This is an optimization exercise on Yosys and OpenROAD, whose aim is small area and a short achievable clock period, not a production implementation. RTL that was checked went through simulation tests only; none was proved equivalent to the original. For run 1, only the layout was checked, not whether the RTL still works. Power and IR drop assume default switching activity.

## flow/flow/run.sh

```bash
#!/bin/bash
# The standard layout with two changes: the synthesized netlist's combinational
# cells go back to x1 before the floorplan (downsize.tcl), and timing repair is
# asked for MARGIN ns of setup slack at the design's period, so that it sizes
# and buffers the real critical paths. Each tool's output goes to a log here.
set -euo pipefail
MARGIN=40
bash standard.sh synth > synth.log 2>&1
RESULTS=orfs/results/sky130hd/RegistroALU/base openroad -no_init -exit flow/downsize.tcl > downsize.log 2>&1
bash standard.sh SETUP_SLACK_MARGIN=$MARGIN finish > layout.log 2>&1
```

## flow/config.mk

```make
export PLATFORM = sky130hd
export DESIGN_NAME = RegistroALU
export DESIGN_NICKNAME = RegistroALU
export VERILOG_FILES = /design/flow/design.v
export SDC_FILE = /design/flow/constraint.sdc
export NUM_CORES = 4
export LEC_CHECK = 0
export ABC_AREA = 1
export CAP_MARGIN = 20
export CORE_MARGIN = 2
export CORE_UTILIZATION = 40
export SLEW_MARGIN = 20
```

## flow/standard.sh

```bash
#!/bin/bash
# synth_recipe.tcl (not shown) runs the flow's synth.tcl, then flattens the netlist and writes it again
# the make line also repeats each setting of config.mk as NAME=value (left out here)
make -C /OpenROAD-flow-scripts/flow DESIGN_CONFIG=/design/flow/config.mk WORK_HOME=/design/flow/orfs CLKGATE_MAP_FILE= SYNTH_SCRIPT=/design/flow/synth_recipe.tcl "${@:-finish}"
```

## flow/flow/downsize.tcl

```tcl
# Sets every combinational cell of the synthesized netlist to the lowest drive
# strength of its kind (x1), undoing the sizing that synthesis did for a timing
# view that does not know the design's input and output delays. The layout's
# own timing repair then sizes up what the real critical paths need.
# Flip-flops are left as synthesis made them.
set results $::env(RESULTS)
read_db $results/1_synth.odb
set db [ord::get_db]
set block [ord::get_db_block]
set n 0
foreach inst [$block getInsts] {
  set name [[$inst getMaster] getName]
  if {![regexp {^(sky130_fd_sc_hd__[a-z0-9]+)_([0-9]+)$} $name -> base drive]} { continue }
  if {[regexp {df|dl|sdf|edf|conb|tap|fill|decap|clkbuf|clkinv|lpflow|probe} $base]} { continue }
  if {$drive <= 1} { continue }
  set m [$db findMaster ${base}_1]
  if {$m == "NULL"} { continue }
  $inst swapMaster $m
  incr n
}
puts "downsized $n cells"
write_db $results/1_synth.odb
```

## flow/constraint.sdc

```tcl
create_clock -name core_clock -period 55.0 [get_ports {clk}]
set_input_delay 11.0000 -clock core_clock [delete_from_list [all_inputs] [get_ports {clk}]]
set_output_delay 11.0000 -clock core_clock [all_outputs]
set_load 0.01 [all_outputs]
```

## flow/design.v

```verilog
module RegistroCargaIn #(parameter KA = 6)
(
	input  logic          clk,
	input  logic          rst,
	input  logic [15:0]   R_d,
	input  logic [15:0]   Y_d,
	input  logic [KA-1:0] rem_d,
	input  logic [3:0]    op_d,
	input  logic          zz_d,
	input  logic          bb_d,
	output logic [15:0]   R_q,
	output logic [15:0]   Y_q,
	output logic [KA-1:0] rem_q,
	output logic [3:0]    op_q,
	output logic          zz_q,
	output logic          bb_q
);
	always @ (posedge clk or posedge rst)
		if (rst) begin
			R_q <= 0;
			Y_q <= 0;
			rem_q <= 0;
			op_q <= 0;
			zz_q <= 0;
			bb_q <= 0;
		end
		else begin
			R_q <= R_d;
			Y_q <= Y_d;
			rem_q <= rem_d;
			op_q <= op_d;
			zz_q <= zz_d;
			bb_q <= bb_d;
		end
endmodule
module RegistroCargaOut
(
	input  logic        clk,
	input  logic        rst,
	input  logic [15:0] res_d,
	input  logic [6:0]  segD_d,
	output logic [15:0] res_q,
	output logic [6:0]  segD_q
);
	always @ (posedge clk or posedge rst)
		if (rst) begin
			res_q <= 0;
			segD_q <= 0;
		end
		else begin
			res_q <= res_d;
			segD_q <= segD_d;
		end
endmodule
module bin2bcd
(
	input  logic [7:0] bin,
	input  logic       on,
	output logic [6:0] segA,
	output logic [6:0] segB
);
	function automatic logic [3:0] add3(input logic [3:0] d);
		add3[3] = d[3] | d[2] & (d[1] | d[0]);
		add3[2] = d[2] & ~d[1] & ~d[0] | d[3] & d[0];
		add3[1] = ~d[2] & d[1] | d[1] & d[0] | d[3] & ~d[0];
		add3[0] = ~d[3] & ~d[2] & d[0] | d[2] & d[1] & ~d[0] | d[3] & ~d[0];
	endfunction
	function automatic logic [6:0] seg7(input logic [3:0] d);
		seg7[6] = ~d[3] & ~d[2] & ~d[1] & d[0] | d[2] & ~d[1] & ~d[0];
		seg7[5] = d[2] & (d[1] ^ d[0]);
		seg7[4] = ~d[2] & d[1] & ~d[0];
		seg7[3] = ~d[3] & ~d[2] & ~d[1] & d[0] | d[2] & ~d[1] & ~d[0] | d[2] & d[1] & d[0];
		seg7[2] = d[0] | d[2] & ~d[1];
		seg7[1] = ~d[3] & ~d[2] & (d[1] | d[0]) | d[2] & d[1] & d[0];
		seg7[0] = ~d[3] & ~d[2] & ~d[1] | d[2] & d[1] & d[0];
	endfunction
	logic [3:0] u1, u2, u3, u4, u5, t6, t7;
	always_comb begin
		u1 = add3({1'b0, bin[7:5]});
		u2 = add3({u1[2:0], bin[4]});
		u3 = add3({u2[2:0], bin[3]});
		u4 = add3({u3[2:0], bin[2]});
		u5 = add3({u4[2:0], bin[1]});
		t6 = add3({1'b0, u1[3], u2[3], u3[3]});
		t7 = add3({t6[2:0], u4[3]});
		segA = on ? seg7({u5[2:0], bin[0]}) : 7'b0000000;
		segB = on ? seg7({t7[2:0], u5[3]}) : 7'b0000000;
	end
endmodule
module pSub #(parameter J = 16, parameter SK = 0)
(
	input  logic [J-1:0] t,
	input  logic [J-1:0] x,
	output logic [J-1:0] d,
	output logic         bout
);
	logic [J-1:0] G, P, Gn, Pn, bin, g2, p2;
	always_comb begin
		G = ~t & x;      
		P = ~t | x;      
		for (int i = 0; i < J; i++) begin
			g2[i] = (i == 0) ? G[0] : G[i] | (P[i] & G[i-1]);
			p2[i] = (i == 0) ? P[0] : P[i] & P[i-1];
		end
		if (SK == 2) begin
			for (int i = 1; i < J; i += 2) begin
				if (i == 1) G[i] = G[i] | ((P[i] & ~t[0]) & x[0]);
				else        G[i] = G[i] | (P[i] & G[i-1]);
				P[i] = P[i] & P[i-1];
			end
			for (int l = 1; (1 << l) < J; l++) begin
				Gn = G;
				Pn = P;
				for (int i = 1; i < J; i += 2)
					if (i >= (1 << l) + 1) begin
						Gn[i] = G[i] | (P[i] & G[i - (1 << l)]);
						Pn[i] = P[i] & P[i - (1 << l)];
					end
				G = Gn;
				P = Pn;
			end
			for (int i = 2; i < J; i += 2) begin
				G[i] = g2[i] | (p2[i] & G[i-2]);
			end
		end
		else for (int l = 0; (1 << l) < J; l++) begin
			Gn = G;
			Pn = P;
			for (int i = 0; i < J; i++) begin
				if (SK == 0 && i >= (1 << l)) begin
					Gn[i] = G[i] | (P[i] & G[i - (1 << l)]);
					Pn[i] = P[i] & P[i - (1 << l)];
				end
				if (SK != 0 && ((i >> l) & 1)) begin
					Gn[i] = G[i] | (P[i] & G[((i >> l) << l) - 1]);
					Pn[i] = P[i] & P[((i >> l) << l) - 1];
				end
			end
			G = Gn;
			P = Pn;
		end
		bin  = {G[J-2:0], 1'b0};
		d    = (t ^ bin) ^ x;
		bout = G[J-1];
	end
endmodule
module divRow #(parameter J = 1, parameter SK = 2)
(
	input  logic [15:0] r,
	input  logic        b,
	input  logic [15:0] Y,
	output logic        q,
	output logic [15:0] ro
);
	logic [J-1:0] t, rn;
	logic [J:0]   d;
	logic         hz;
	generate
		if (J == 1) begin : g1
			assign t = b;
		end else begin : gn
			assign t = {r[J-2:0], b};
		end
		if (J == 16) begin : g16
			assign hz = 1'b1;
			assign ro = rn;
		end else begin : gl
			assign hz = ~|Y[15:J];
			assign ro = {{(16-J){1'b0}}, rn};
		end
		if (J == 1) begin : one
			assign d = {~t & Y[0], t ^ Y[0]};
		end else begin : sub
			pSub #(.J(J), .SK(SK)) s (.t(t), .x(Y[J-1:0]), .d(d[J-1:0]), .bout(d[J]));
		end
	endgenerate
	assign q  = hz & ~d[J];
	assign rn = q ? d[J-1:0] : t;
endmodule
module macRow #(parameter J = 9, parameter SK = 2)
(
	input  logic [15:0] r,
	input  logic        b,
	input  logic [15:0] Y,
	input  logic        m,
	output logic        q,
	output logic [15:0] ro,
	output logic        ov
);
	logic [J-1:0] t, x, rn;
	logic [J:0]   d;
	logic         hz;
	assign t = {r[J-2:0], b | m};
	assign x = Y[J-1:0] & {J{b | ~m}};
	pSub #(.J(J), .SK(SK)) s (.t(t), .x(x), .d(d[J-1:0]), .bout(d[J]));
	generate
		if (J == 16) begin : g16
			assign hz = 1'b1;
			assign ro = rn;
		end else begin : gl
			assign hz = ~|Y[15:J];
			assign ro = {{(16-J){1'b0}}, rn};
		end
	endgenerate
	assign q  = hz & ~d[J];
	assign rn = (m | q) ? d[J-1:0] : t;
	assign ov = m & (d[J] | b & ~hz);
endmodule
module aluFront #(parameter KA = 6)
(
	input  logic [15:0]   Z, Y,
	input  logic [3:0]    op,
	output logic [15:0]   R,
	output logic [15:0]   Yr,
	output logic [KA-1:0] rem,
	output logic          zz,
	output logic          bb
);
	logic [15:0]   rr [4:KA];
	logic [KA-1:0] qhi;
	logic          dm, mul, shl, shr, sw, big;
	logic [15:0]   zs, oh, msk, A;
	logic [7:0]    B;
	function automatic logic [7:0] div4(input logic [3:0] z, input logic [3:0] y);
		case ({z, y})
			8'h00: div4 = 8'hf0;
			8'h01: div4 = 8'h00;
			8'h02: div4 = 8'h00;
			8'h03: div4 = 8'h00;
			8'h04: div4 = 8'h00;
			8'h05: div4 = 8'h00;
			8'h06: div4 = 8'h00;
			8'h07: div4 = 8'h00;
			8'h08: div4 = 8'h00;
			8'h09: div4 = 8'h00;
			8'h0a: div4 = 8'h00;
			8'h0b: div4 = 8'h00;
			8'h0c: div4 = 8'h00;
			8'h0d: div4 = 8'h00;
			8'h0e: div4 = 8'h00;
			8'h0f: div4 = 8'h00;
			8'h10: div4 = 8'hf0;
			8'h11: div4 = 8'h10;
			8'h12: div4 = 8'h01;
			8'h13: div4 = 8'h01;
			8'h14: div4 = 8'h01;
			8'h15: div4 = 8'h01;
			8'h16: div4 = 8'h01;
			8'h17: div4 = 8'h01;
			8'h18: div4 = 8'h01;
			8'h19: div4 = 8'h01;
			8'h1a: div4 = 8'h01;
			8'h1b: div4 = 8'h01;
			8'h1c: div4 = 8'h01;
			8'h1d: div4 = 8'h01;
			8'h1e: div4 = 8'h01;
			8'h1f: div4 = 8'h01;
			8'h20: div4 = 8'hf0;
			8'h21: div4 = 8'h20;
			8'h22: div4 = 8'h10;
			8'h23: div4 = 8'h02;
			8'h24: div4 = 8'h02;
			8'h25: div4 = 8'h02;
			8'h26: div4 = 8'h02;
			8'h27: div4 = 8'h02;
			8'h28: div4 = 8'h02;
			8'h29: div4 = 8'h02;
			8'h2a: div4 = 8'h02;
			8'h2b: div4 = 8'h02;
			8'h2c: div4 = 8'h02;
			8'h2d: div4 = 8'h02;
			8'h2e: div4 = 8'h02;
			8'h2f: div4 = 8'h02;
			8'h30: div4 = 8'hf0;
			8'h31: div4 = 8'h30;
			8'h32: div4 = 8'h11;
			8'h33: div4 = 8'h10;
			8'h34: div4 = 8'h03;
			8'h35: div4 = 8'h03;
			8'h36: div4 = 8'h03;
			8'h37: div4 = 8'h03;
			8'h38: div4 = 8'h03;
			8'h39: div4 = 8'h03;
			8'h3a: div4 = 8'h03;
			8'h3b: div4 = 8'h03;
			8'h3c: div4 = 8'h03;
			8'h3d: div4 = 8'h03;
			8'h3e: div4 = 8'h03;
			8'h3f: div4 = 8'h03;
			8'h40: div4 = 8'hf0;
			8'h41: div4 = 8'h40;
			8'h42: div4 = 8'h20;
			8'h43: div4 = 8'h11;
			8'h44: div4 = 8'h10;
			8'h45: div4 = 8'h04;
			8'h46: div4 = 8'h04;
			8'h47: div4 = 8'h04;
			8'h48: div4 = 8'h04;
			8'h49: div4 = 8'h04;
			8'h4a: div4 = 8'h04;
			8'h4b: div4 = 8'h04;
			8'h4c: div4 = 8'h04;
			8'h4d: div4 = 8'h04;
			8'h4e: div4 = 8'h04;
			8'h4f: div4 = 8'h04;
			8'h50: div4 = 8'hf0;
			8'h51: div4 = 8'h50;
			8'h52: div4 = 8'h21;
			8'h53: div4 = 8'h12;
			8'h54: div4 = 8'h11;
			8'h55: div4 = 8'h10;
			8'h56: div4 = 8'h05;
			8'h57: div4 = 8'h05;
			8'h58: div4 = 8'h05;
			8'h59: div4 = 8'h05;
			8'h5a: div4 = 8'h05;
			8'h5b: div4 = 8'h05;
			8'h5c: div4 = 8'h05;
			8'h5d: div4 = 8'h05;
			8'h5e: div4 = 8'h05;
			8'h5f: div4 = 8'h05;
			8'h60: div4 = 8'hf0;
			8'h61: div4 = 8'h60;
			8'h62: div4 = 8'h30;
			8'h63: div4 = 8'h20;
			8'h64: div4 = 8'h12;
			8'h65: div4 = 8'h11;
			8'h66: div4 = 8'h10;
			8'h67: div4 = 8'h06;
			8'h68: div4 = 8'h06;
			8'h69: div4 = 8'h06;
			8'h6a: div4 = 8'h06;
			8'h6b: div4 = 8'h06;
			8'h6c: div4 = 8'h06;
			8'h6d: div4 = 8'h06;
			8'h6e: div4 = 8'h06;
			8'h6f: div4 = 8'h06;
			8'h70: div4 = 8'hf0;
			8'h71: div4 = 8'h70;
			8'h72: div4 = 8'h31;
			8'h73: div4 = 8'h21;
			8'h74: div4 = 8'h13;
			8'h75: div4 = 8'h12;
			8'h76: div4 = 8'h11;
			8'h77: div4 = 8'h10;
			8'h78: div4 = 8'h07;
			8'h79: div4 = 8'h07;
			8'h7a: div4 = 8'h07;
			8'h7b: div4 = 8'h07;
			8'h7c: div4 = 8'h07;
			8'h7d: div4 = 8'h07;
			8'h7e: div4 = 8'h07;
			8'h7f: div4 = 8'h07;
			8'h80: div4 = 8'hf0;
			8'h81: div4 = 8'h80;
			8'h82: div4 = 8'h40;
			8'h83: div4 = 8'h22;
			8'h84: div4 = 8'h20;
			8'h85: div4 = 8'h13;
			8'h86: div4 = 8'h12;
			8'h87: div4 = 8'h11;
			8'h88: div4 = 8'h10;
			8'h89: div4 = 8'h08;
			8'h8a: div4 = 8'h08;
			8'h8b: div4 = 8'h08;
			8'h8c: div4 = 8'h08;
			8'h8d: div4 = 8'h08;
			8'h8e: div4 = 8'h08;
			8'h8f: div4 = 8'h08;
			8'h90: div4 = 8'hf0;
			8'h91: div4 = 8'h90;
			8'h92: div4 = 8'h41;
			8'h93: div4 = 8'h30;
			8'h94: div4 = 8'h21;
			8'h95: div4 = 8'h14;
			8'h96: div4 = 8'h13;
			8'h97: div4 = 8'h12;
			8'h98: div4 = 8'h11;
			8'h99: div4 = 8'h10;
			8'h9a: div4 = 8'h09;
			8'h9b: div4 = 8'h09;
			8'h9c: div4 = 8'h09;
			8'h9d: div4 = 8'h09;
			8'h9e: div4 = 8'h09;
			8'h9f: div4 = 8'h09;
			8'ha0: div4 = 8'hf0;
			8'ha1: div4 = 8'ha0;
			8'ha2: div4 = 8'h50;
			8'ha3: div4 = 8'h31;
			8'ha4: div4 = 8'h22;
			8'ha5: div4 = 8'h20;
			8'ha6: div4 = 8'h14;
			8'ha7: div4 = 8'h13;
			8'ha8: div4 = 8'h12;
			8'ha9: div4 = 8'h11;
			8'haa: div4 = 8'h10;
			8'hab: div4 = 8'h0a;
			8'hac: div4 = 8'h0a;
			8'had: div4 = 8'h0a;
			8'hae: div4 = 8'h0a;
			8'haf: div4 = 8'h0a;
			8'hb0: div4 = 8'hf0;
			8'hb1: div4 = 8'hb0;
			8'hb2: div4 = 8'h51;
			8'hb3: div4 = 8'h32;
			8'hb4: div4 = 8'h23;
			8'hb5: div4 = 8'h21;
			8'hb6: div4 = 8'h15;
			8'hb7: div4 = 8'h14;
			8'hb8: div4 = 8'h13;
			8'hb9: div4 = 8'h12;
			8'hba: div4 = 8'h11;
			8'hbb: div4 = 8'h10;
			8'hbc: div4 = 8'h0b;
			8'hbd: div4 = 8'h0b;
			8'hbe: div4 = 8'h0b;
			8'hbf: div4 = 8'h0b;
			8'hc0: div4 = 8'hf0;
			8'hc1: div4 = 8'hc0;
			8'hc2: div4 = 8'h60;
			8'hc3: div4 = 8'h40;
			8'hc4: div4 = 8'h30;
			8'hc5: div4 = 8'h22;
			8'hc6: div4 = 8'h20;
			8'hc7: div4 = 8'h15;
			8'hc8: div4 = 8'h14;
			8'hc9: div4 = 8'h13;
			8'hca: div4 = 8'h12;
			8'hcb: div4 = 8'h11;
			8'hcc: div4 = 8'h10;
			8'hcd: div4 = 8'h0c;
			8'hce: div4 = 8'h0c;
			8'hcf: div4 = 8'h0c;
			8'hd0: div4 = 8'hf0;
			8'hd1: div4 = 8'hd0;
			8'hd2: div4 = 8'h61;
			8'hd3: div4 = 8'h41;
			8'hd4: div4 = 8'h31;
			8'hd5: div4 = 8'h23;
			8'hd6: div4 = 8'h21;
			8'hd7: div4 = 8'h16;
			8'hd8: div4 = 8'h15;
			8'hd9: div4 = 8'h14;
			8'hda: div4 = 8'h13;
			8'hdb: div4 = 8'h12;
			8'hdc: div4 = 8'h11;
			8'hdd: div4 = 8'h10;
			8'hde: div4 = 8'h0d;
			8'hdf: div4 = 8'h0d;
			8'he0: div4 = 8'hf0;
			8'he1: div4 = 8'he0;
			8'he2: div4 = 8'h70;
			8'he3: div4 = 8'h42;
			8'he4: div4 = 8'h32;
			8'he5: div4 = 8'h24;
			8'he6: div4 = 8'h22;
			8'he7: div4 = 8'h20;
			8'he8: div4 = 8'h16;
			8'he9: div4 = 8'h15;
			8'hea: div4 = 8'h14;
			8'heb: div4 = 8'h13;
			8'hec: div4 = 8'h12;
			8'hed: div4 = 8'h11;
			8'hee: div4 = 8'h10;
			8'hef: div4 = 8'h0e;
			8'hf0: div4 = 8'hf0;
			8'hf1: div4 = 8'hf0;
			8'hf2: div4 = 8'h71;
			8'hf3: div4 = 8'h50;
			8'hf4: div4 = 8'h33;
			8'hf5: div4 = 8'h30;
			8'hf6: div4 = 8'h23;
			8'hf7: div4 = 8'h21;
			8'hf8: div4 = 8'h17;
			8'hf9: div4 = 8'h16;
			8'hfa: div4 = 8'h15;
			8'hfb: div4 = 8'h14;
			8'hfc: div4 = 8'h13;
			8'hfd: div4 = 8'h12;
			8'hfe: div4 = 8'h11;
			8'hff: div4 = 8'h10;
			default: div4 = 8'h00;
		endcase
	endfunction
	logic [7:0] qr4;
	logic       small4;
	assign small4 = ~|Y[15:4];
	assign qr4    = div4(Z[15:12], Y[3:0]);
	assign qhi[KA-1:KA-4] = small4 ? qr4[7:4] : 4'd0;
	assign rr[4] = {12'd0, small4 ? qr4[3:0] : Z[15:12]};
	genvar g;
	generate
		for (g = 5; g <= KA; g++) begin : rows
			divRow #(.J(g)) row (.r(rr[g-1]), .b(Z[16-g]), .Y(Y), .q(qhi[KA-g]), .ro(rr[g]));
		end
	endgenerate
	always_comb begin
		dm  = (op == 4'b1111) | (op == 4'b1000);
		mul = (op == 4'b1110);
		shl = (op == 4'b0010);
		shr = (op == 4'b0001);
		rem = rr[KA][KA-1:0];
		for (int i = 0; i < 16; i++) zs[i] = shr ? Z[15-i] : Z[i];
		sw  = |Y[15:8];
		big = |Y[15:4];
		oh  = 16'd1 << Y[3:0];
		msk = 16'hFFFF >> Y[3:0];
		if (mul) begin
			A = sw ? Y : Z;
			B = sw ? Z[7:0] : Y[7:0];
		end else begin
			A = Y[3] ? oh : zs;
			B = big ? 8'd0 : (Y[3] ? zs[7:0] : oh[7:0]);
		end
		if (dm)                    R = {qhi, Z[15-KA:0]};
		else if (mul | shl | shr)  R = {Z[15:8], B};
		else                       R = Z;
		Yr = (mul | shl | shr) ? A : Y;
		if (shl | shr) zz = big | ((zs & msk) == 16'd0);
		else           zz = (Z == 16'd0) | (Y == 16'd0);
		bb = (|Z[15:8]) & sw;
	end
endmodule
module paramCalculator #(parameter KA = 6)
(
	input  logic [15:0]   R,
	input  logic [15:0]   Y,
	input  logic [KA-1:0] rem,
	input  logic [3:0]    op,
	input  logic          zz,
	input  logic          bb,
	output logic [15:0]   res,
	output logic [6:0]    segD
);
	logic [15:0]    rr [KA:16];
	logic [15-KA:0] qlo;
	logic [16:9]    ov;
	logic           mm;
	genvar g;
	assign mm = (op == 4'b1110) | (op == 4'b0010) | (op == 4'b0001);
	assign rr[KA] = {{(16-KA){1'b0}}, rem};
	generate
		for (g = KA + 1; g <= 8; g++) begin : rows
			divRow #(.J(g)) row (.r(rr[g-1]), .b(R[16-g]), .Y(Y), .q(qlo[16-g]), .ro(rr[g]));
		end
		for (g = 9; g <= 16; g++) begin : macs
			macRow #(.J(g)) row (.r(g == 9 ? rr[8] | {16{mm}} : rr[g-1]), .b(R[16-g]), .Y(Y), .m(mm),
				.q(qlo[16-g]), .ro(rr[g]), .ov(ov[g]));
		end
	endgenerate
	function automatic logic [16:0] radd(input logic [15:0] a, input logic [15:0] b, input logic ci);
		logic c;
		c = ci;
		for (int i = 0; i < 16; i++) begin
			radd[i] = a[i] ^ b[i] ^ c;
			c = (a[i] & b[i]) | (a[i] & c) | (b[i] & c);
		end
		radd[16] = c;
	endfunction
	function automatic logic gtr(input logic [15:0] a, input logic [15:0] b);
		logic c;
		c = 1'b0;
		for (int i = 0; i < 16; i++) c = (a[i] & ~b[i]) | (a[i] & c) | (~b[i] & c);
		gtr = c;
	endfunction
	logic        sub, gt, yz, ovf, fN, fZ, fC, fV;
	logic [16:0] s;
	logic [15:0] lg, acc;
	always_comb begin
		sub = op[0];
		gt  = gtr(R, Y);
		s   = radd(R, sub ? ~Y : Y, sub & gt);
		yz  = (Y == 16'd0);
		acc = ~rr[16];
		ovf = bb | (|ov);
		res = 16'd0;
		fN = 1'b0; fZ = 1'b0; fC = 1'b0; fV = 1'b0;
		lg = 16'd0;
		case (op)
			4'b1100: begin  
				if (s[16]) fC = 1'b1;
				else begin
					res = s[15:0];
					fZ = (s[15:0] == 16'd0);
				end
			end
			4'b1101: begin  
				if (gt) res = s[15:0];
				else begin
					res = ~s[15:0];
					fZ = (s[15:0] == 16'hFFFF);
					fN = ~fZ;
				end
			end
			4'b1110: begin  
				if (ovf) fC = 1'b1;
				else begin
					res = acc;
					fZ = zz;
				end
			end
			4'b1111: begin  
				if (yz) fV = 1'b1;
				else begin
					res = {R[15:16-KA], qlo};
					fZ = zz;
				end
			end
			4'b1000: begin  
				if (yz) fV = 1'b1;
				else begin
					res = rr[16];
					fZ = zz;
				end
			end
			4'b0010: begin  
				res = acc;
				fZ = zz;
			end
			4'b0001: begin  
				for (int i = 0; i < 16; i++) res[i] = acc[15-i];
				fZ = zz;
			end
			4'b1001, 4'b1010, 4'b1011: begin
				case (op[1:0])
					2'b01:   lg = R & Y;
					2'b10:   lg = R | Y;
					default: lg = R ^ Y;
				endcase
				res = lg;
				fZ = (lg == 16'd0);
			end
			default: ;
		endcase
		case ({fN, fZ, fC, fV})
			4'b1000: segD = 7'b1111110;
			4'b0100: segD = 7'b0010010;
			4'b0010: segD = 7'b1010101;
			4'b0001: segD = 7'b1000001;
			default: segD = 7'b1111111;
		endcase
	end
endmodule
module RegistroALU #(parameter N=16)
(
	clk, rst, Z_in, Y_in, mode_in, btn_change_in,
	segA_out, segB_out, segD_out, aritm_out_out
);
	localparam KA = 5;                
	input  logic clk;
	input  logic rst;
	input  logic [N-1:0] Z_in;
	input  logic [N-1:0] Y_in;
	input  logic [1:0] mode_in;
	input  logic [1:0] btn_change_in;
	output logic [6:0] segA_out;
	output logic [6:0] segB_out;
	output logic [6:0] segD_out;
	output logic [N-1:0] aritm_out_out;
	logic [15:0]   R_a, R_m, Y_a, Y_m;
	logic [KA-1:0] rem_a, rem_m;
	logic          zz_a, zz_m, bb_a, bb_m;
	logic [3:0]    op_m;
	logic [15:0]   res_b;
	logic [6:0]    segD_b;
	aluFront #(.KA(KA)) front (
		.Z(Z_in), .Y(Y_in), .op({btn_change_in, mode_in}),
		.R(R_a), .Yr(Y_a), .rem(rem_a), .zz(zz_a), .bb(bb_a));
	RegistroCargaIn #(.KA(KA)) registroIn (
		.clk(clk), .rst(rst),
		.R_d(R_a), .Y_d(Y_a), .rem_d(rem_a), .op_d({btn_change_in, mode_in}), .zz_d(zz_a), .bb_d(bb_a),
		.R_q(R_m), .Y_q(Y_m), .rem_q(rem_m), .op_q(op_m), .zz_q(zz_m), .bb_q(bb_m));
	paramCalculator #(.KA(KA)) alu (
		.R(R_m), .Y(Y_m), .rem(rem_m), .op(op_m), .zz(zz_m), .bb(bb_m),
		.res(res_b), .segD(segD_b));
	RegistroCargaOut registroOut (
		.clk(clk), .rst(rst), .res_d(res_b), .segD_d(segD_b),
		.res_q(aritm_out_out), .segD_q(segD_out));
	bin2bcd display (
		.bin(aritm_out_out[7:0]), .on(segD_out[6] | segD_out[4]),
		.segA(segA_out), .segB(segB_out));
endmodule
```

==> out/metrics.yaml, run 1 <==
period_share_pct: 26.76
slowest_delay_ps: 980
io_pins: 75
cts_sinks: 65
die-height_um: 203.8
fp-row-count: 73
grt_pass1_wl_um: 92340
crit_chain: "clkdlybuf4s50_1 > clkinvlp_4 > nor2_1 > nand2_1 > o21ai_0 > a211oi_1 > a31oi_1 > nor2_1 > a21oi_1 > nand2_1 > nand3_1 > nand3_1 > nand3_1 > nand3_1 > o21ai_0"
maxCapViolCount: 0
hp-class: "flip-flop to flip-flop"
switching_share_pct: 55.71
drt.antenna.violating_nets: 0
synthToLayoutAreaGrowth_pct: 18.08
slew_headroom_pct: 21.73
drc_errors: 0
period_needed_ps: 14720
start_util_pct: 40.37
overflow: 0
yosysWarnings: 21
drt_iter0_drc: 1653
drive_gt1_share_pct: 9.900
end_kind: "flip-flop"
grt_use_met1_pct: 36.00
postCtsHoldBufs: 0
gr-usage-met3_pct: 3.004
synth_nets: 3115
synthesis.area_sq_mm: 0.01597
wl_um: 59540
power_mw: 0.7628
grtUsageMet2_pct: 46.14
antenna_found_initial: 0
path_clk_slew_ps: 60
placed_cells: 3519
combPwrFrac_pct: 83.3
fillCellCount: 4212
stdcell_area_sq_mm: 0.01885
diodes: 0
p_per_area_mw_per_mm2: 40.46
multi_input_area_sq_mm: 0.01292
synthCells: 2980
crit_type: "input pin to flip-flop"
cts_buffers: 9
ctsRootBufferMaster: "clkbuf_16"
fin_util_pct: 47.67
p_int_mw: 0.3378
path_buf_inv: 2
grt_max_degree: 76
skew_ps: 8.433
rsz0062_at_grt: "yes"
status: "finished clean"
register_area_sq_mm: 0.001635
clock_latency_ps: 340
drt_pass1_iterations: 5
avgSynthCellArea_sq_um: 5.357
placed_cell_area_sq_mm: 0.01697
cts_tree: "yes"
startpoint_type: "input pin"
finalNonFillerCells: 3616
port_buffers: 74
crit_slowest_cell: "clkdlybuf4s50_1"
final_max_slew_viol_count: 0
share_seq_of_total_power_pct: 8.6
fp.dieArea_sq_mm: 0.04153
busiest_layer: "met2"
tns_ps: 0
dpl.hpwl_um: 45670
nets: 3221
core-area_sq_mm: 0.03955
max-vdd-ir-drop_v: 0.00004520
htree_levels: 3
setup_viol: 0
netSwitchingPower_mw: 0.4250
cts_buffer_depth: 2
hold_viol_final: 0
p_clk_share_pct: 8.1
vias: 19550
worst_pin_slew_ps: 1166
cp_max_fo: 18
grt_usage_pct: 27.40
crit_family: "buffers and inverters"
avgRoutedWirePerCell_um: 16.47
timing.critical_path.mode_cell: "nand3_1"
p_leak_nw: 10.05
finalWeightedCongestion: 0.9547
chipWidth_um: 203.8
worstPathArrival_ps: 14960
grt_pass1_vias: 17620
fmaxAchievable_mhz: 67.95
worst_ep_required_time_ps: 55240
viasPerCell: 5.405
## cell usage in the layout (no fill, tap or decap), types with 33 or more instances in the layout
cell type and instances:
xnor2_1 56, clkdlybuf4s50_1 73, buf_4 80, nand4_1 36, a21oi_1 133, nor2_1 320
dfrtp_1 58, inv_1 432, nand3_2 33, o21ai_0 142, nand3_1 235, nand2_2 46
nand2_1 882, xor2_1 51, ha_1 81
## repair_timing
action | 4_1_cts | 5_1_grt
cloned | 2 | 10
setup endpoints to repair | 22 | 41
pin swaps | 6 | 42
resized for setup | 42 | 196
setup buffers | 15 | 53
## area by class of cell
cell class | instances | area share (%)
Clock buffer | 9 | 1.195
Multi-Input combinational cell | 2380 | 68.53
Timing Repair Buffer | 164 | 8.004
Sequential cell | 65 | 8.675
Inverter | 466 | 9.610
Tap cell | 525 | 3.484
Clock inverter | 7 | 0.4978
## power groups by stage
stage / registers (mW) / logic, mW / clock network (mW)
floorplan: 0.0651 / 0.399 / 0
global placement: 0.0664 / 0.561 / 0
detailed placement: 0.0665 / 0.564 / 0
CTS: 0.0657 / 0.578 / 0.0629
global route: 0.0668 / 0.704 / 0.0654
finish: 0.0658 / 0.635 / 0.0618
## path summary, 6_finish.rpt
path	from	endpoint	slack, ps	depth (start not counted)
max in group asynchronous	rst	registroIn.Y_q[2]	43170	3
min reg2reg	registroIn.bb_q	registroOut.segD_q[6]	750	6
min	registroIn.bb_q	registroOut.segD_q[6]	750	6
max reg2reg	registroIn.Y_q[7]	registroOut.res_q[12]	40980	121
max	Z_in[13]	registroIn.rem_q[3]	40280	15
min in group asynchronous	rst	registroOut.segD_q[1]	11230	3
## sequential cells by signal (all words and copies together), names as in the netlist
signal              flops
registroIn.zz_q         1
registroIn.Y_q         16
registroIn.bb_q         1
registroIn.rem_q        5
registroIn.op_q         4
registroOut.res_q      16
registroOut.segD_q      6
registroIn.R_q         16
## worst reg2reg max path: cells and delay by family, from the launching register on
kind            cells  cell delay (ps)
flops               1              490
compound gates      9             1280
simple gates       98            10440
buf+inv            14             1780
## layer usage
metal / wire length [um] / vias to the layer above
met5: 0 / -
met4: 2155 / 0
met3: 3421 / 135
met2: 27540 / 685
met1: 26430 / 8907
li1: - / 9819
## through the flow
step                      setup WS [ps]  hold WS [ps]
final                             40280         752.3
after global routing              39760         828.6
after CTS                         40010         768.2
after detailed placement          35110         756.7
after global placement            35730         766.5
after floorplan                   40830         654.3
==> run 2, diff against run 1 <==
--- a/flow/design.v
+++ b/flow/design.v
@@ -39,16 +39,16 @@
 	input  logic        rst,
 	input  logic [15:0] res_d,
-	input  logic [6:0]  segD_d,
+	input  logic [2:0]  flag_d,
 	output logic [15:0] res_q,
-	output logic [6:0]  segD_q
+	output logic [2:0]  flag_q
 );
 	always @ (posedge clk or posedge rst)
 		if (rst) begin
 			res_q <= 0;
-			segD_q <= 0;
+			flag_q <= 0;
 		end
 		else begin
 			res_q <= res_d;
-			segD_q <= segD_d;
+			flag_q <= flag_d;
 		end
 endmodule
@@ -192,5 +192,5 @@
 	logic         hz;
 	assign t = {r[J-2:0], b | m};
-	assign x = Y[J-1:0] & {J{b | ~m}};
+	assign x = Y[J-1:0];
 	pSub #(.J(J), .SK(SK)) s (.t(t), .x(x), .d(d[J-1:0]), .bout(d[J]));
 	generate
@@ -204,6 +204,6 @@
 	endgenerate
 	assign q  = hz & ~d[J];
-	assign rn = (m | q) ? d[J-1:0] : t;
-	assign ov = m & (d[J] | b & ~hz);
+	assign rn = (m ? b : q) ? d[J-1:0] : t;
+	assign ov = m & b & (d[J] | ~hz);
 endmodule
 module aluFront #(parameter KA = 6)
@@ -500,5 +500,5 @@
 		shl = (op == 4'b0010);
 		shr = (op == 4'b0001);
-		rem = rr[KA][KA-1:0];
+		rem = dm ? rr[KA][KA-1:0] : '0;
 		for (int i = 0; i < 16; i++) zs[i] = shr ? Z[15-i] : Z[i];
 		sw  = |Y[15:8];
@@ -514,5 +514,5 @@
 		end
 		if (dm)                    R = {qhi, Z[15-KA:0]};
-		else if (mul | shl | shr)  R = {Z[15:8], B};
+		else if (mul | shl | shr)  R = {8'd0, B};
 		else                       R = Z;
 		Yr = (mul | shl | shr) ? A : Y;
@@ -531,5 +531,5 @@
 	input  logic          bb,
 	output logic [15:0]   res,
-	output logic [6:0]    segD
+	output logic [2:0]    flag
 );
 	logic [15:0]    rr [KA:16];
@@ -634,9 +634,9 @@
 		endcase
 		case ({fN, fZ, fC, fV})
-			4'b1000: segD = 7'b1111110;
-			4'b0100: segD = 7'b0010010;
-			4'b0010: segD = 7'b1010101;
-			4'b0001: segD = 7'b1000001;
-			default: segD = 7'b1111111;
+			4'b1000: flag = 3'b110;
+			4'b0100: flag = 3'b010;
+			4'b0010: flag = 3'b101;
+			4'b0001: flag = 3'b100;
+			default: flag = 3'b111;
 		endcase
 	end
@@ -663,5 +663,5 @@
 	logic [3:0]    op_m;
 	logic [15:0]   res_b;
-	logic [6:0]    segD_b;
+	logic [2:0]    flag_b, flag_q;
 	aluFront #(.KA(KA)) front (
 		.Z(Z_in), .Y(Y_in), .op({btn_change_in, mode_in}),
@@ -673,10 +673,12 @@
 	paramCalculator #(.KA(KA)) alu (
 		.R(R_m), .Y(Y_m), .rem(rem_m), .op(op_m), .zz(zz_m), .bb(bb_m),
-		.res(res_b), .segD(segD_b));
+		.res(res_b), .flag(flag_b));
 	RegistroCargaOut registroOut (
-		.clk(clk), .rst(rst), .res_d(res_b), .segD_d(segD_b),
-		.res_q(aritm_out_out), .segD_q(segD_out));
+		.clk(clk), .rst(rst), .res_d(res_b), .flag_d(flag_b),
+		.res_q(aritm_out_out), .flag_q(flag_q));
 	bin2bcd display (
-		.bin(aritm_out_out[7:0]), .on(segD_out[6] | segD_out[4]),
+		.bin(aritm_out_out[7:0]), .on(flag_q[2] | flag_q[1]),
 		.segA(segA_out), .segB(segB_out));
+	assign segD_out = {flag_q[2], flag_q[2] & flag_q[1], flag_q[1] | flag_q[0], flag_q[2] & flag_q[1],
+	                   flag_q[2] & (flag_q[1] | flag_q[0]), flag_q[1], flag_q[2] & ~(flag_q[1] & ~flag_q[0])};
 endmodule
--- a/flow/config.mk
+++ b/flow/config.mk
@@ -9,4 +9,4 @@
 export CAP_MARGIN = 20
 export CORE_MARGIN = 2
-export CORE_UTILIZATION = 40
+export CORE_UTILIZATION = 70
 export SLEW_MARGIN = 20
==> out/metrics.yaml, run 2 <==
avgRoutedWirePerCell_um: 18.50  # +12%
tns_ps: 0  # unchanged
hp-class: "flip-flop to flip-flop"
period_needed_ps: 14850  # +130.1 ps
fp-row-count: 53  # -27%
share_seq_of_total_power_pct: 10.2  # +1.6 points
htree_levels: 3  # unchanged
cts_buffer_depth: 2  # unchanged
drt_pass1_iterations: 13  # +8
final_common_cell: "nand2_1"
reg_top3: "registroIn.R_q: 16 flops, registroIn.Y_q: 16 flops, registroOut.res_q: 16 flops"
worst_ep_required_time_ps: 44000  # -11240 ps
fmaxAchievable_mhz: 67.36  # -0.88%
placed_cells: 3065  # -13%
cp_max_fo: 6  # -12
cts_sinks: 62  # -4.6%
placed_cell_area_sq_mm: 0.01581  # -6.8%
worstPathArrival_ps: 3850  # -11110 ps
final_max_slew_viol_count: 0  # unchanged
p_leak_nw: 9.289  # -7.6%
fp.dieArea_sq_mm: 0.02281  # -45%
grt_pass1_vias: 18110  # +2.8%
vias: 20550  # +5.1%
grt_max_degree: 63  # -17%
port_buffers: 74  # unchanged
antenna_found_initial: 2  # +2
maxCapViolCount: 0  # unchanged
dpl.hpwl_um: 40690  # -11%
start_util_pct: 71.76  # +31 points
timing.critical_path.mode_cell: "inv_1"
end_kind: "output pin"
status: "finished clean"
skew_ps: 11.22  # +2.785 ps
netSwitchingPower_mw: 0.3318  # -22%
chipWidth_um: 151.0  # -26%
viasPerCell: 6.522  # +21%
p_int_mw: 0.2670  # -21%
io_pins: 75  # unchanged
grt_usage_pct: 47.54  # +20 points
slowest_delay_ps: 620  # -360 ps
postCtsHoldBufs: 0  # unchanged
avgSynthCellArea_sq_um: 5.426  # +1.3%
synthesis.area_sq_mm: 0.01513  # -5.2%
p_per_area_mw_per_mm2: 34.48  # -15%
synthToLayoutAreaGrowth_pct: 14.76
path_clk_slew_ps: 50  # about the same
holdWs_ps: 835.7  # +83.38 ps
die-height_um: 151.0  # -26%
final_cell_mix: "nand2_1, inv_1, nand3_1"
worst_pin_slew_ps: 1188  # +21.39 ps
synth_nets: 2924  # -6.1%
core-area_sq_mm: 0.02109  # -47%
drt.antenna.violating_nets: 0  # unchanged
nets: 3003  # -6.8%
setup_viol: 0  # unchanged
r2r_slack_ps: 40610  # -370 ps
crit_chain: "inv_1 > nor3_1 > inv_1 > o22ai_1 > inv_1 > nor2_1 > inv_1 > o21ai_1 > inv_1 > o22ai_1 > inv_1 > or2_1 > nand2_1 > a21oi_2 > ha_1 > o41ai_1 > clkdlybuf4s50_1"
ctsRootBufferMaster: "clkbuf_16"
stdcell_area_sq_mm: 0.01737  # -7.9%
period_share_pct: 26.99  # +0.24 points
finalNonFillerCells: 3151  # -13%
rsz0062_at_grt: "no"
p_clk_share_pct: 10.3  # +2.2 points
drc_errors: 0  # unchanged
hold_viol_final: 0  # unchanged
crit_type: "flip-flop to output pin"
fillCellCount: 1528  # -64%
startpoint_type: "flip-flop"
switching_share_pct: 55.41  # -0.30 points
drt_iter0_drc: 2953  # +79%
slew_headroom_pct: 20.09  # -1.6 points
clock_latency_ps: 340  # about the same
yosysWarnings: 21  # unchanged
grt_pass1_wl_um: 87090  # -5.7%
overflow: 0  # unchanged
wl_um: 58310  # -2.1%
finalWeightedCongestion: 1.055  # +11%
cts_tree: "yes"
max-vdd-ir-drop_v: 0.00002892  # -36%
cts_buffers: 9  # unchanged
combPwrFrac_pct: 79.5  # -3.8 points
crit_slowest_cell: "clkdlybuf4s50_1"
drive_gt1_share_pct: 8.388  # -1.5 points
synthCells: 2789  # -6.4%
run 2: metrics by stage:
| step | total power [mW] | utilization, % | worst slack, ps |
|---|---|---|---|
| floorplan | 0.3598 | - | 40540 |
| global placement | 0.4664 | 74.98 | 36790 |
| detailed placement | 0.4819 | 74.98 | 36080 |
| CTS | 0.5522 | 77.70 | 40020 |
| global route | 0.6448 | 82.32 | 39640 |
| finish | 0.5988 | 82.35 | 40150 |
run 2: area by class of cell:
cell class | count | area [sq um] | share of cell area, %
diodes | 3 | 7.507 | 0.04323
clock inverters | 4 | 70.07 | 0.4035
repair buffers | 148 | 1368 | 7.875
well taps | 275 | 344.1 | 1.981
multi-input cells | 2244 | 12190 | 70.18
repair inverters | 1 | 5.005 | 0.02882
flip-flops and latches | 62 | 1568 | 9.027
inverters | 402 | 1570 | 9.042
clock buffers | 12 | 246.5 | 1.419
run 2: metal layers:
layer / part of all wire [%] / GRT usage [%] / vias to the layer above
met5: 0 / 0 / -
met4: 7.8 / 29.91 / 0
met3: 15 / 14.88 / 483
met2: 43 / 72.84 / 1741
met1: 35 / 57.94 / 9054
li1: - / - / 9272
run 2: worst max-delay path, delay by kind of cell (launching register included):
family / cells / cell delay, ps
buf+inv: 7 / 1170
compound gates: 5 / 1030
simple gates: 4 / 640
flops: 1 / 450
fa+ha+maj: 1 / 210
run 2: final timing paths:
kind | start | endpoint | cells past startpoint
worst max-delay path | registroOut.res_q[6] | segA_out[1] | 17
worst max register to register | registroIn.Y_q[14] | registroOut.res_q[8] | 119
worst min-delay path | registroIn.zz_q | registroOut.flag_q[2] | 3
worst min register to register | registroIn.zz_q | registroOut.flag_q[2] | 3
max in group asynchronous | rst | registroIn.Y_q[7] | 3
min in group asynchronous | rst | registroOut.res_q[8] | 3
run 2: what timing repair did:
item | in CTS | in global routing
cloned | 4 | 8
hold endpoints to repair | 0 | 0
pin swaps | 6 | 21
resized for setup | 45 | 143
endpoints found under the setup margin | 20 | 37
setup buffers | 9 | 46
run 2: power by group through the flow:
stage / clock network, mW / logic, mW / registers [mW]
after detailed placement: 0 / 0.421 / 0.0611
after global placement: 0 / 0.406 / 0.0608
after global routing: 0.0630 / 0.520 / 0.0617
after CTS: 0.0608 / 0.431 / 0.0606
final: 0.0616 / 0.476 / 0.0613
after floorplan: 0 / 0.301 / 0.0592
==> run 3, diff against run 2 <==
--- a/flow/flow/run.sh
+++ b/flow/flow/run.sh
@@ -5,5 +5,5 @@
 # and buffers the real critical paths. Each tool's output goes to a log here.
 set -euo pipefail
-MARGIN=40
+MARGIN=41
 bash standard.sh synth > synth.log 2>&1
 RESULTS=orfs/results/sky130hd/RegistroALU/base openroad -no_init -exit flow/downsize.tcl > downsize.log 2>&1
--- a/flow/config.mk
+++ b/flow/config.mk
@@ -9,4 +9,4 @@
 export CAP_MARGIN = 20
 export CORE_MARGIN = 2
-export CORE_UTILIZATION = 70
+export CORE_UTILIZATION = 60
 export SLEW_MARGIN = 20
==> out/metrics.yaml, run 3 <==
viasPerCell: 6.443  # -1.2%
fin_util_pct: 80.16  # -2.2 points
ctsRootBufferMaster: "clkbuf_16"
synth_nets: 2924  # unchanged
drt_iter0_drc: 3249  # +10%
end_kind: "output pin"
final_max_slew_viol_count: 0  # unchanged
path_clk_slew_ps: 60  # about the same
multi_input_area_sq_mm: 0.01386  # +14%
reg_top3: "registroIn.R_q: 16 flops, registroIn.Y_q: 16 flops, registroOut.res_q: 16 flops"
hold_viol_final: 0  # unchanged
finalWeightedCongestion: 1.022  # -3.2%
fp-row-count: 58  # +9.4%
nets: 3112  # +3.6%
p_per_area_mw_per_mm2: 35.27  # +2.3%
power_mw: 0.7058  # +18%
grt_usage_pct: 40.58  # -7.0 points
hp-class: "flip-flop to flip-flop"
htree_levels: 3  # unchanged
port_buffers: 74  # unchanged
tns_ps: 0  # unchanged
final_cell_mix: "nand2_1, inv_1, nand3_1"
dpl.hpwl_um: 40490  # -0.48%
worst_ep_required_time_ps: 44000  # about the same
period_needed_ps: 14190  # -653.3 ps
clock_latency_ps: 330  # about the same
cp_max_fo: 4  # -2
rsz0062_at_grt: "yes"
synthesis.area_sq_mm: 0.01513  # unchanged
grt_pass1_wl_um: 87000  # -0.11%
fp.dieArea_sq_mm: 0.02651  # +16%
period_share_pct: 25.81  # -1.2 points
drt_pass1_iterations: 11  # -2
final_common_cell: "nand2_1"
worstPathArrival_ps: 3190  # -660 ps
grt_max_degree: 47  # -25%
die-height_um: 162.8  # +7.8%
slew_headroom_pct: 6.620  # -13 points
cts_buffers: 9  # unchanged
start_util_pct: 60.62  # -11 points
cts_tree: "yes"
chipWidth_um: 162.8  # +7.8%
cts_buffer_depth: 2  # unchanged
status: "finished clean"
timing.final.ws_setup_ps: 40810  # +653.3 ps
dp_slack_ps: 36380  # +297.4 ps
yosysWarnings: 21  # unchanged
r2r_slack_ps: 40860  # +250 ps
avgRoutedWirePerCell_um: 19.54  # +5.6%
maxCapViolCount: 0  # unchanged
drt.antenna.violating_nets: 0  # unchanged
crit_type: "flip-flop to output pin"
avgSynthCellArea_sq_um: 5.426  # unchanged
setup_viol: 0  # unchanged
drive_gt1_share_pct: 24.45  # +16 points
grt_pass1_vias: 17370  # -4.1%
synthToLayoutAreaGrowth_pct: 32.23
io_pins: 75  # unchanged
vias: 21350  # +3.9%
fillCellCount: 1790  # +17%
startpoint_type: "flip-flop"
worst_pin_slew_ps: 1388  # +200.2 ps
synthCells: 2789  # unchanged
skew_ps: 8.755  # -2.463 ps
drc_errors: 0  # unchanged
antenna_found_initial: 1  # -1
register_area_sq_mm: 0.001584  # +1.0%
overflow: 0  # unchanged
cts_sinks: 62  # unchanged
wl_um: 64730  # +11%
max-vdd-ir-drop_v: 0.00008326  # +190%
core-area_sq_mm: 0.02496  # +18%
fmaxAchievable_mhz: 70.46  # +4.6%
p_leak_nw: 10.29  # +11%
==> run 3: cell type report <==
| cell class | instances | share of cell area, % |
|---|---|---|
| Antenna cell | 1 | 0.01251 |
| Inverter | 402 | 7.947 |
| Timing Repair Buffer | 250 | 11.13 |
| Multi-Input combinational cell | 2249 | 69.28 |
| Clock buffer | 10 | 1.144 |
| Tap cell | 330 | 2.063 |
| Sequential cell | 62 | 7.916 |
| Clock inverter | 6 | 0.4314 |
| Timing Repair inverter | 3 | 0.07503 |
==> run 3: final timing paths <==
path / startpoint / end / cells past startpoint
setup reg to reg: registroIn.Y_q[12] / registroOut.res_q[6] / 120
hold / removal: registroIn.zz_q / registroOut.flag_q[2] / 3
min in group asynchronous: rst / registroOut.res_q[1] / 2
hold reg to reg: registroIn.zz_q / registroOut.flag_q[2] / 3
setup / recovery: registroOut.res_q[5] / segB_out[3] / 23
max in group asynchronous: rst / registroIn.Y_q[8] / 3
==> run 3: repair_timing <==
action	CTS	global route
buffers inserted	37	117
hold buffers	0	0
gates resized for setup	175	580
cloned	12	10
setup endpoints to repair	50	40
pin swaps	22	136
endpoints found under the hold margin	0	0
==> run 3: critical path, cell delays in order, from the launching register on <==
cell and delay, ps:
dfrtp_2 440, inv_2 100, nor2_4 50, nor3_2 180, inv_1 90, o22ai_1 130, inv_1 100, nor2_1 120
inv_1 80, nand2_2 100, nand2_4 80, o21ai_2 160, nand2_2 90, nor2_1 90, inv_1 60, buf_4 140
a21oi_2 170, inv_1 120, a21oi_2 170, a21o_1 110, inv_2 30, nand2_2 60, nand2_1 60, buf_2 140
==> run 3: power breakdown <==
part           switching [mW]  internal (mW)  leakage [nW]
clock network          0.0210         0.0396         0.152
registers             0.00867         0.0522         0.741
logic                   0.366          0.219          9.40
total                   0.395          0.311          10.3
==> run 3: metal layers <==
metal  global-route usage (%)  wire length, um  up-vias  share of wire (%)
met4                    19.39             4927        0                7.6
li1                         -                -     9541                  -
met5                        0                0        -                  0
met1                    52.39            22810     9484                 35
met2                    64.48            28210     1788                 44
met3                    8.683             8774      533                 14
==> run 3: through the flow <==
| step | hold slack, ps | cells | instance area (sq um) |
|---|---|---|---|
| final | 782.4 | 3313 | 20010 |
| after global routing | 801.2 | 3312 | 20010 |
| after CTS | 771.3 | 3185 | 17030 |
| after detailed placement | 763.3 | 3120 | 15880 |
| after global placement | 739.4 | 3120 | 15880 |
| after floorplan | 656.2 | 2789 | 15140 |
==> run 4, diff against run 3 <==
--- a/flow/flow/run.sh
+++ b/flow/flow/run.sh
@@ -5,5 +5,5 @@
 # and buffers the real critical paths. Each tool's output goes to a log here.
 set -euo pipefail
-MARGIN=41
+MARGIN=39.5
 bash standard.sh synth > synth.log 2>&1
 RESULTS=orfs/results/sky130hd/RegistroALU/base openroad -no_init -exit flow/downsize.tcl > downsize.log 2>&1
==> out/metrics.yaml, run 4 <==
status: "finished clean"
reg2reg_depth: 112  # -6.7%
fmaxAchievable_mhz: 65.88  # -6.5%
hold_viol_final: 0  # unchanged
final_max_slew_viol_count: 0  # unchanged
synth_nets: 2924  # unchanged
port_buffers: 74  # unchanged
final_common_cell: "nand2_1"
placed_cell_area_sq_mm: 0.01589  # about the same
p_int_mw: 0.2496  # -20%
avgRoutedWirePerCell_um: 17.42  # -11%
rsz0062_at_grt: "no"
die-height_um: 162.8  # unchanged
chipWidth_um: 162.8  # unchanged
min_path_cells: 3  # unchanged
p_per_area_mw_per_mm2: 33.32  # -5.5%
cts_buffers: 9  # unchanged
fp.dieArea_sq_mm: 0.02651  # unchanged
period_share_pct: 27.60  # +1.8 points
grt_pass1_vias: 16730  # -3.7%
p_leak_nw: 9.063  # -12%
synthesis.area_sq_mm: 0.01513  # unchanged
critPathLaunch: "Y_in[2]"
cp_max_fo: 27  # +23
cts_sinks: 62  # unchanged
path_clk_slew_ps: 50  # about the same
drt_pass1_iterations: 9  # -2
fp-row-count: 58  # unchanged
ctsRootBufferMaster: "clkbuf_16"
antenna_found_initial: 0  # -1
drt_iter0_drc: 2344  # -28%
cp-endpoint: "registroIn.rem_q[4]"
netSwitchingPower_mw: 0.3138  # -21%
crit_type: "input pin to flip-flop"
reg_top3: "registroIn.R_q: 16 flops, registroIn.Y_q: 16 flops, registroOut.res_q: 16 flops"
switching_share_pct: 55.70  # -0.30 points
maxCapViolCount: 0  # unchanged
yosysWarnings: 21  # unchanged
stdcell_area_sq_mm: 0.01691  # -16%
share_seq_of_total_power_pct: 10.6  # +2.0 points
io_pins: 75  # unchanged
grt_usage_pct: 39.85  # -0.74 points
worst_pin_slew_ps: 1109  # -278.7 ps
finalWeightedCongestion: 1.013  # -0.88%
worstPathArrival_ps: 15390  # +12200 ps
viasPerCell: 6.021  # -6.5%
max-vdd-ir-drop_v: 0.00005422  # -35%
reg2reg_to: "registroOut.res_q[3]"
core-area_sq_mm: 0.02496  # unchanged
period_needed_ps: 15180  # +985.7 ps
avgSynthCellArea_sq_um: 5.426  # unchanged
r2r_slack_ps: 40730  # -130 ps
synthToLayoutAreaGrowth_pct: 11.72
drive_gt1_share_pct: 5.442  # -19 points
start_util_pct: 60.62  # unchanged
combPwrFrac_pct: 80.4  # -2.4 points
dpl.hpwl_um: 40990  # +1.2%
nets: 2980  # -4.2%
diodes: 0  # -1
drc_errors: 0  # unchanged
clock_latency_ps: 340  # about the same
wl_um: 55360  # -14%
cts_tree: "yes"
htree_levels: 3  # unchanged
slew_headroom_pct: 25.37  # +19 points
final_cell_mix: "nand2_1, inv_1, nand3_1"
skew_ps: 12.76  # +4.001 ps
worst_ep_required_time_ps: 55220  # +11220 ps
vias: 19140  # -10%
synthCells: 2789  # unchanged
grt_pass1_wl_um: 84920  # -2.4%
p_clk_share_pct: 9.0  # +0.4 points
overflow: 0  # unchanged
startpoint_type: "input pin"
postCtsHoldBufs: 0  # unchanged
drt.antenna.violating_nets: 0  # unchanged
r2r_start: "registroIn.Y_q[6]"
tns_ps: 0  # unchanged
grt_max_degree: 63  # +34%
cts_buffer_depth: 2  # unchanged
setup_viol: 0  # unchanged
end_kind: "flip-flop"
hp-class: "flip-flop to flip-flop"
run 4: layout make-up:
| type | instances | area, sq um |
|---|---|---|
| repair buffers | 123 | 1129 |
| inverters | 402 | 1555 |
| clock inverters | 4 | 25.02 |
| fillers | 2404 | 8056 |
| flip-flops and latches | 62 | 1565 |
| multi-input cells | 2247 | 11980 |
| clock buffers | 10 | 239.0 |
| well taps | 330 | 412.9 |
run 4: worst max-delay path, stage by stage:
cell and delay, ps:
clkdlybuf4s50_1 450, buf_4 290, clkinv_1 510, ha_1 500, nor2_1 120, nand2_1 110
o22ai_1 260, o31ai_1 140, o31ai_1 130, a221o_1 220, nand3_1 90, o21ai_0 190
inv_1 100, nor2_1 130, inv_1 70, a21boi_0 300, o211ai_1 160, nand3_1 330
nor2_1 80, a32o_1 220
run 4: worst min path at each step:
stage,from,endpoint,slack (ps)
after detailed placement,registroIn.zz_q,registroOut.flag_q[2],760
final,registroIn.zz_q,registroOut.flag_q[2],800
after global placement,registroIn.zz_q,registroOut.flag_q[2],740
after global routing,registroIn.zz_q,registroOut.flag_q[2],880
after CTS,registroIn.zz_q,registroOut.flag_q[2],790
after floorplan,registroIn.zz_q,registroOut.flag_q[2],660
run 4: per-layer routing:
metal / GRT usage (%) / share of wire [%] / vias to the layer above
li1: - / - / 9237
met1: 53.23 / 40 / 8533
met2: 62.75 / 44 / 1153
met3: 6.825 / 12 / 212
met4: 18.30 / 4.7 / 0
met5: 0 / 0 / -
run 4: power groups by stage:
stage / clock [mW] / sequential, mW / combinational (mW)
floorplan: 0 / 0.0592 / 0.301
global placement: 0 / 0.0607 / 0.411
detailed placement: 0 / 0.0607 / 0.419
CTS: 0.0508 / 0.0601 / 0.425
global route: 0.0527 / 0.0603 / 0.500
finish: 0.0506 / 0.0597 / 0.453
run 4: through the flow:
step	hold slack, ps	setup slack, ps	power [mW]	std cells	utilization, %
2_1_floorplan	656.2	40540	0.3598	2789	-
3_3_place_gp	736.4	36950	0.4719	3121	63.64
3_5_place_dp	763.5	36150	0.4794	3121	63.64
4_1_cts	785.9	39520	0.5364	3145	65.44
5_1_grt	876.5	39370	0.6131	3178	67.73
6_report	801.8	39820	0.5633	3178	67.73
run 4: repair_timing:
item / in CTS / in global routing
hold endpoints to repair: 0 / 0
pin swaps: 4 / 15
buffers inserted: 8 / 22
endpoints found under the setup margin: 19 / 19
gates resized for setup: 34 / 79
gates cloned: 2 / 11
==> run 5, diff against run 4 <==
--- a/flow/flow/run.sh
+++ b/flow/flow/run.sh
@@ -5,5 +5,5 @@
 # and buffers the real critical paths. Each tool's output goes to a log here.
 set -euo pipefail
-MARGIN=39.5
+MARGIN=40
 bash standard.sh synth > synth.log 2>&1
 RESULTS=orfs/results/sky130hd/RegistroALU/base openroad -no_init -exit flow/downsize.tcl > downsize.log 2>&1
==> out/metrics.yaml, run 5 <==
overflow: 0  # unchanged
avgSynthCellArea_sq_um: 5.426  # unchanged
stdcell_area_sq_mm: 0.01725  # +2.0%
hold_viol_final: 0  # unchanged
tns_ps: 0  # unchanged
cp_max_fo: 11  # -59%
core-area_sq_mm: 0.02496  # unchanged
fillCellCount: 2358  # -1.9%
drt_iter0_drc: 2269  # -3.2%
yosysWarnings: 21  # unchanged
timing.final.ws_setup_ps: 40210  # +388.6 ps
synthToLayoutAreaGrowth_pct: 13.96
grt_pass1_wl_um: 85280  # +0.42%
rsz0062_at_grt: "no"
fp.dieArea_sq_mm: 0.02651  # unchanged
register_area_sq_mm: 0.001568  # +0.16%
grt_max_degree: 63  # unchanged
setup_viol: 0  # unchanged
worst_pin_slew_ps: 1096  # -13.24 ps
reg_top3: "registroIn.R_q: 16 flops, registroIn.Y_q: 16 flops, registroOut.res_q: 16 flops"
drive_gt1_share_pct: 7.566  # +2.1 points
placed_cell_area_sq_mm: 0.01589  # unchanged
fmaxAchievable_mhz: 67.61  # +2.6%
slew_headroom_pct: 26.26  # +0.89 points
cts_buffers: 9  # unchanged
period_needed_ps: 14790  # -388.6 ps
avgRoutedWirePerCell_um: 17.48  # +0.36%
multi_input_area_sq_mm: 0.01213  # +1.2%
htree_levels: 3  # unchanged
hp-start: "registroIn.zz_q"
synth_nets: 2924  # unchanged
final_max_slew_viol_count: 0  # unchanged
chipWidth_um: 162.8  # unchanged
drt_pass1_iterations: 6  # -3
r2r_start: "registroIn.Y_q[0]"
grt_usage_pct: 40.01  # +0.16 points
p_per_area_mw_per_mm2: 33.06  # -0.76%
final_common_cell: "nand2_1"
placed_cells: 3121  # unchanged
viasPerCell: 6.049  # +0.46%
antenna_found_initial: 1  # +1
final_cell_mix: "nand2_1, inv_1, nand3_1"
start_util_pct: 60.62  # unchanged
fin_util_pct: 69.09  # +1.4 points
period_share_pct: 26.89  # -0.71 points
wl_um: 55910  # +1.0%
maxCapViolCount: 0  # unchanged
clock_latency_ps: 340  # about the same
synthCells: 2789  # unchanged
postCtsHoldBufs: 0  # unchanged
end_kind: "flip-flop"
dp_slack_ps: 36150  # unchanged
io_pins: 75  # unchanged
crit_type: "input pin to flip-flop"
fp-row-count: 58  # unchanged
power_mw: 0.5702  # +1.2%
skew_ps: 10.73  # -2.025 ps
hp-class: "flip-flop to flip-flop"
r2r_slack_ps: 40990  # +260 ps
ctsRootBufferMaster: "clkbuf_16"
drc_errors: 0  # unchanged
min_path_cells: 3  # unchanged
worst_ep_required_time_ps: 55230  # about the same
die-height_um: 162.8  # unchanged
whs_endpoint: "registroOut.flag_q[2]"
grt_pass1_vias: 16820  # +0.55%
cts_tree: "yes"
dpl.hpwl_um: 40990  # unchanged
synthesis.area_sq_mm: 0.01513  # unchanged
max-vdd-ir-drop_v: 0.00005431  # +0.16%
cts_sinks: 62  # unchanged
diodes: 0  # unchanged
path_clk_slew_ps: 50  # about the same
finalNonFillerCells: 3198  # +0.63%
nets: 3000  # +0.67%
cts_buffer_depth: 2  # unchanged
finalWeightedCongestion: 1.013  # unchanged
reg2reg_depth: 115  # +2.7%
status: "finished clean"
worstPathArrival_ps: 15020  # -370 ps
p_leak_nw: 9.207  # +1.6%
holdWs_ps: 804.7  # +2.966 ps
port_buffers: 74  # unchanged
drt.antenna.violating_nets: 0  # unchanged
reg2reg_to: "registroOut.res_q[3]"
startpoint_type: "input pin"
vias: 19340  # +1.1%
-- run 5: cell count changes in the layout (fill, tap and decap cells not counted), sizes merged --
| cell | delta |
|---|---|
| clkinv | -1 |
| buf | +20 |
| clkinvlp | +1 |
| clkdlybuf4s50 | -2 |
| dlymetal6s2s | +2 |
| nand2 | -2 |
| clkbuf | +2 |
-- run 5: final cells by class --
class                   count  share of cell area (%)
clock inverters             4                  0.1451
clock buffers              10                   1.386
multi-input cells        2245                   70.31
inverters                 402                   9.040
well taps                 330                   2.394
repair buffers            145                   7.639
flip-flops and latches     62                   9.090
-- run 5: critical path, stage by stage --
cell	delay (ps)
clkdlybuf4s50_1	550
inv_1	410
ha_1	410
ha_1	350
o22ai_1	160
o31ai_1	140
o31ai_1	160
a221o_1	360
nand3_1	110
o21ai_0	150
inv_1	130
nand2_1	80
a21boi_0	160
o211ai_1	260
nand3_2	250
a211oi_1	330
-- run 5: repair_timing --
| item | CTS | global route |
|---|---|---|
| setup buffers | 9 | 42 |
| pin swaps | 6 | 19 |
| endpoints found under the setup margin | 19 | 31 |
| endpoints found under the hold margin | 0 | 0 |
| gates resized for setup | 43 | 122 |
| gates cloned | 3 | 9 |
-- run 5: worst max-delay path by stage --
stage | start | endpoint | slack [ps] | cells after the start
2_1_floorplan | registroIn.Y_q[3] | registroOut.res_q[7] | 40540 | 129
3_3_place_gp | registroIn.Y_q[1] | registroOut.res_q[3] | 36950 | 122
3_5_place_dp | registroIn.Y_q[1] | registroOut.res_q[3] | 36150 | 120
4_1_cts | Y_in[9] | registroIn.rem_q[2] | 40010 | 16
5_1_grt | registroIn.Y_q[0] | registroOut.res_q[3] | 39760 | 126
6_report | Y_in[1] | registroIn.rem_q[1] | 40210 | 16
-- run 5: power by group --
group	switching [mW]	internal [mW]	total (mW)
combinational	0.290	0.170	0.460
sequential	0.00788	0.0519	0.0598
clock	0.0195	0.0309	0.0505
-- run 5: layer usage --
metal  vias to the layer above  GRT usage [%]  part of all wire, %
li1                       9269              -                    -
met1                      8630          53.28                   39
met2                      1209          62.90                   44
met3                       234          7.130                   12
met4                         2          18.58                  5.2
met5                         -              0                0.023
==> run 6, diff against run 5 <==
--- a/flow/config.mk
+++ b/flow/config.mk
@@ -11,2 +11,3 @@
 export CORE_UTILIZATION = 60
 export SLEW_MARGIN = 20
+export TNS_END_PERCENT = 30
==> out/metrics.yaml, run 6 <==
status: "finished clean"
p_leak_nw: 9.207  # about the same
avgSynthCellArea_sq_um: 5.426  # unchanged
grt_pass1_wl_um: 85280  # unchanged
chipWidth_um: 162.8  # unchanged
drt_iter0_drc: 2253  # -0.71%
cp_max_fo: 11  # unchanged
yosysWarnings: 21  # unchanged
worst_ep_required_time_ps: 55230  # about the same
worst_pin_slew_ps: 1118  # +22.30 ps
maxCapViolCount: 0  # unchanged
postCtsHoldBufs: 0  # unchanged
dpl.hpwl_um: 40990  # unchanged
drt.antenna.violating_nets: 0  # unchanged
htree_levels: 3  # unchanged
dp_slack_ps: 36150  # unchanged
diodes: 0  # unchanged
crit_type: "input pin to flip-flop"
overflow: 0  # unchanged
port_buffers: 74  # unchanged
fin_util_pct: 69.08  # about the same
wl_um: 55960  # about the same
startpoint_type: "input pin"
antenna_found_initial: 1  # unchanged
nets: 3000  # unchanged
drc_errors: 0  # unchanged
grt_pass1_vias: 16820  # unchanged
synth_nets: 2924  # unchanged
synthesis.area_sq_mm: 0.01513  # unchanged
fillCellCount: 2358  # unchanged
slowest_delay_ps: 550  # about the same
hp-class: "flip-flop to flip-flop"
hold_viol_final: 0  # unchanged
end_kind: "flip-flop"
drive_gt1_share_pct: 7.531  # -0.035 points
synthToLayoutAreaGrowth_pct: 13.95  # about the same
max-vdd-ir-drop_v: 0.00005431  # about the same
cts_sinks: 62  # unchanged
grt_max_degree: 63  # unchanged
synthCells: 2789  # unchanged
ctsRootBufferMaster: "clkbuf_16"
final_max_slew_viol_count: 0  # unchanged
cts_buffer_depth: 2  # unchanged
cts_buffers: 9  # unchanged
finalWeightedCongestion: 1.013  # unchanged
fp-row-count: 58  # unchanged
avgRoutedWirePerCell_um: 17.50  # about the same
tns_ps: 0  # unchanged
reg_top3: "registroIn.R_q: 16 flops, registroIn.Y_q: 16 flops, registroOut.res_q: 16 flops"
viasPerCell: 6.037  # -0.20%
drt_pass1_iterations: 6  # unchanged
fp.dieArea_sq_mm: 0.02651  # unchanged
grt_usage_pct: 40.01  # unchanged
fmaxAchievable_mhz: 67.71  # +0.14%
cts_tree: "yes"
power_mw: 0.5700  # about the same
die-height_um: 162.8  # unchanged
rsz0062_at_grt: "yes"
worstPathArrival_ps: 15000  # -20 ps
period_needed_ps: 14770  # -21.00 ps
holdWs_ps: 797.6  # -7.100 ps
core-area_sq_mm: 0.02496  # unchanged
final_common_cell: "nand2_1"
p_per_area_mw_per_mm2: 33.06  # about the same
crit_chain: "clkdlybuf4s50_1 > inv_1 > ha_1 > ha_1 > o22ai_1 > o31ai_1 > o31ai_1 > a221o_1 > nand3_1 > o21ai_0 > inv_1 > nand2_1 > a21boi_0 > o211ai_1 > nand3_2 > a211oi_1"
setup_viol: 0  # unchanged
clock_latency_ps: 340  # about the same
io_pins: 75  # unchanged
skew_ps: 10.55  # -0.1849 ps
path_clk_slew_ps: 50  # about the same
period_share_pct: 26.85  # -0.038 points
final_cell_mix: "nand2_1, inv_1, nand3_1"
start_util_pct: 60.62  # unchanged
slew_headroom_pct: 24.76  # -1.5 points
timing.final.ws_setup_ps: 40230  # +21.00 ps
vias: 19310  # -0.20%
crit_slowest_cell: "clkdlybuf4s50_1"
run 6: timing repair:
item                       4_1_cts  5_1_grt
resized for setup               43      121
setup endpoints to repair       19       31
pin swaps                        6       19
hold endpoints to repair         0        0
gates cloned                     3        9
buffers inserted                 9       42
run 6: routing by layer:
| metal | track usage (%) | routed length, um | vias to the layer above |
|---|---|---|---|
| met5 | 0 | 13 | - |
| met4 | 18.58 | 2688 | 2 |
| met3 | 7.130 | 6590 | 211 |
| met2 | 62.90 | 24720 | 1164 |
| met1 | 53.28 | 21940 | 8657 |
| li1 | - | - | 9272 |
run 6: critical path, delay by kind of cell:
kind,cells,cell delay [ps]
AOI/OAI and AO/OA,8,1710
buffers and inverters,3,1090
adders and majority gates,2,760
and+or+nand+nor,3,440
run 6: cell type report:
class                      count  area (sq um)  share of cell area (%)
clock buffer                  10         239.0                   1.386
clock inverter                 4         25.02                  0.1451
inverter                     402          1559                   9.041
multi-input combinational   2245         12120                   70.30
sequential                    62          1568                   9.092
tap                          330         412.9                   2.394
timing repair buffer         145          1318                   7.640
run 6: path summary, 6_finish.rpt:
path	start	to	slack, ps	depth (start not counted)
worst max-delay path	Y_in[1]	registroIn.rem_q[1]	40230	16
worst min-delay path	registroIn.zz_q	registroOut.flag_q[2]	800	3
worst max register to register	registroIn.Y_q[0]	registroOut.res_q[1]	41020	120
worst min register to register	registroIn.zz_q	registroOut.flag_q[2]	800	3
max in group asynchronous	rst	registroIn.Y_q[2]	43230	3
min in group asynchronous	rst	registroOut.res_q[14]	11200	3
run 6: power breakdown:
part	internal (mW)	leakage [nW]	total, mW	switching [mW]
registers	0.0519	0.749	0.0597	0.00778
clock network	0.0309	0.126	0.0506	0.0196
logic	0.170	8.33	0.460	0.289
run 6: stage by stage:
step                cells  area (sq um)
CTS                  3147         16400
floorplan            2789         15130
detailed placement   3121         15890
global placement     3121         15890
finish               3198         17240
global route         3198         17240

Setup slack of run 6, layout unchanged: 40.231 ns with ideal ports, 40.253 ns with driving cells assumed (clock clkbuf_16, inputs buf_2), 39.877 ns with port delays also shifted by the 0.376 ns mid clock arrival.
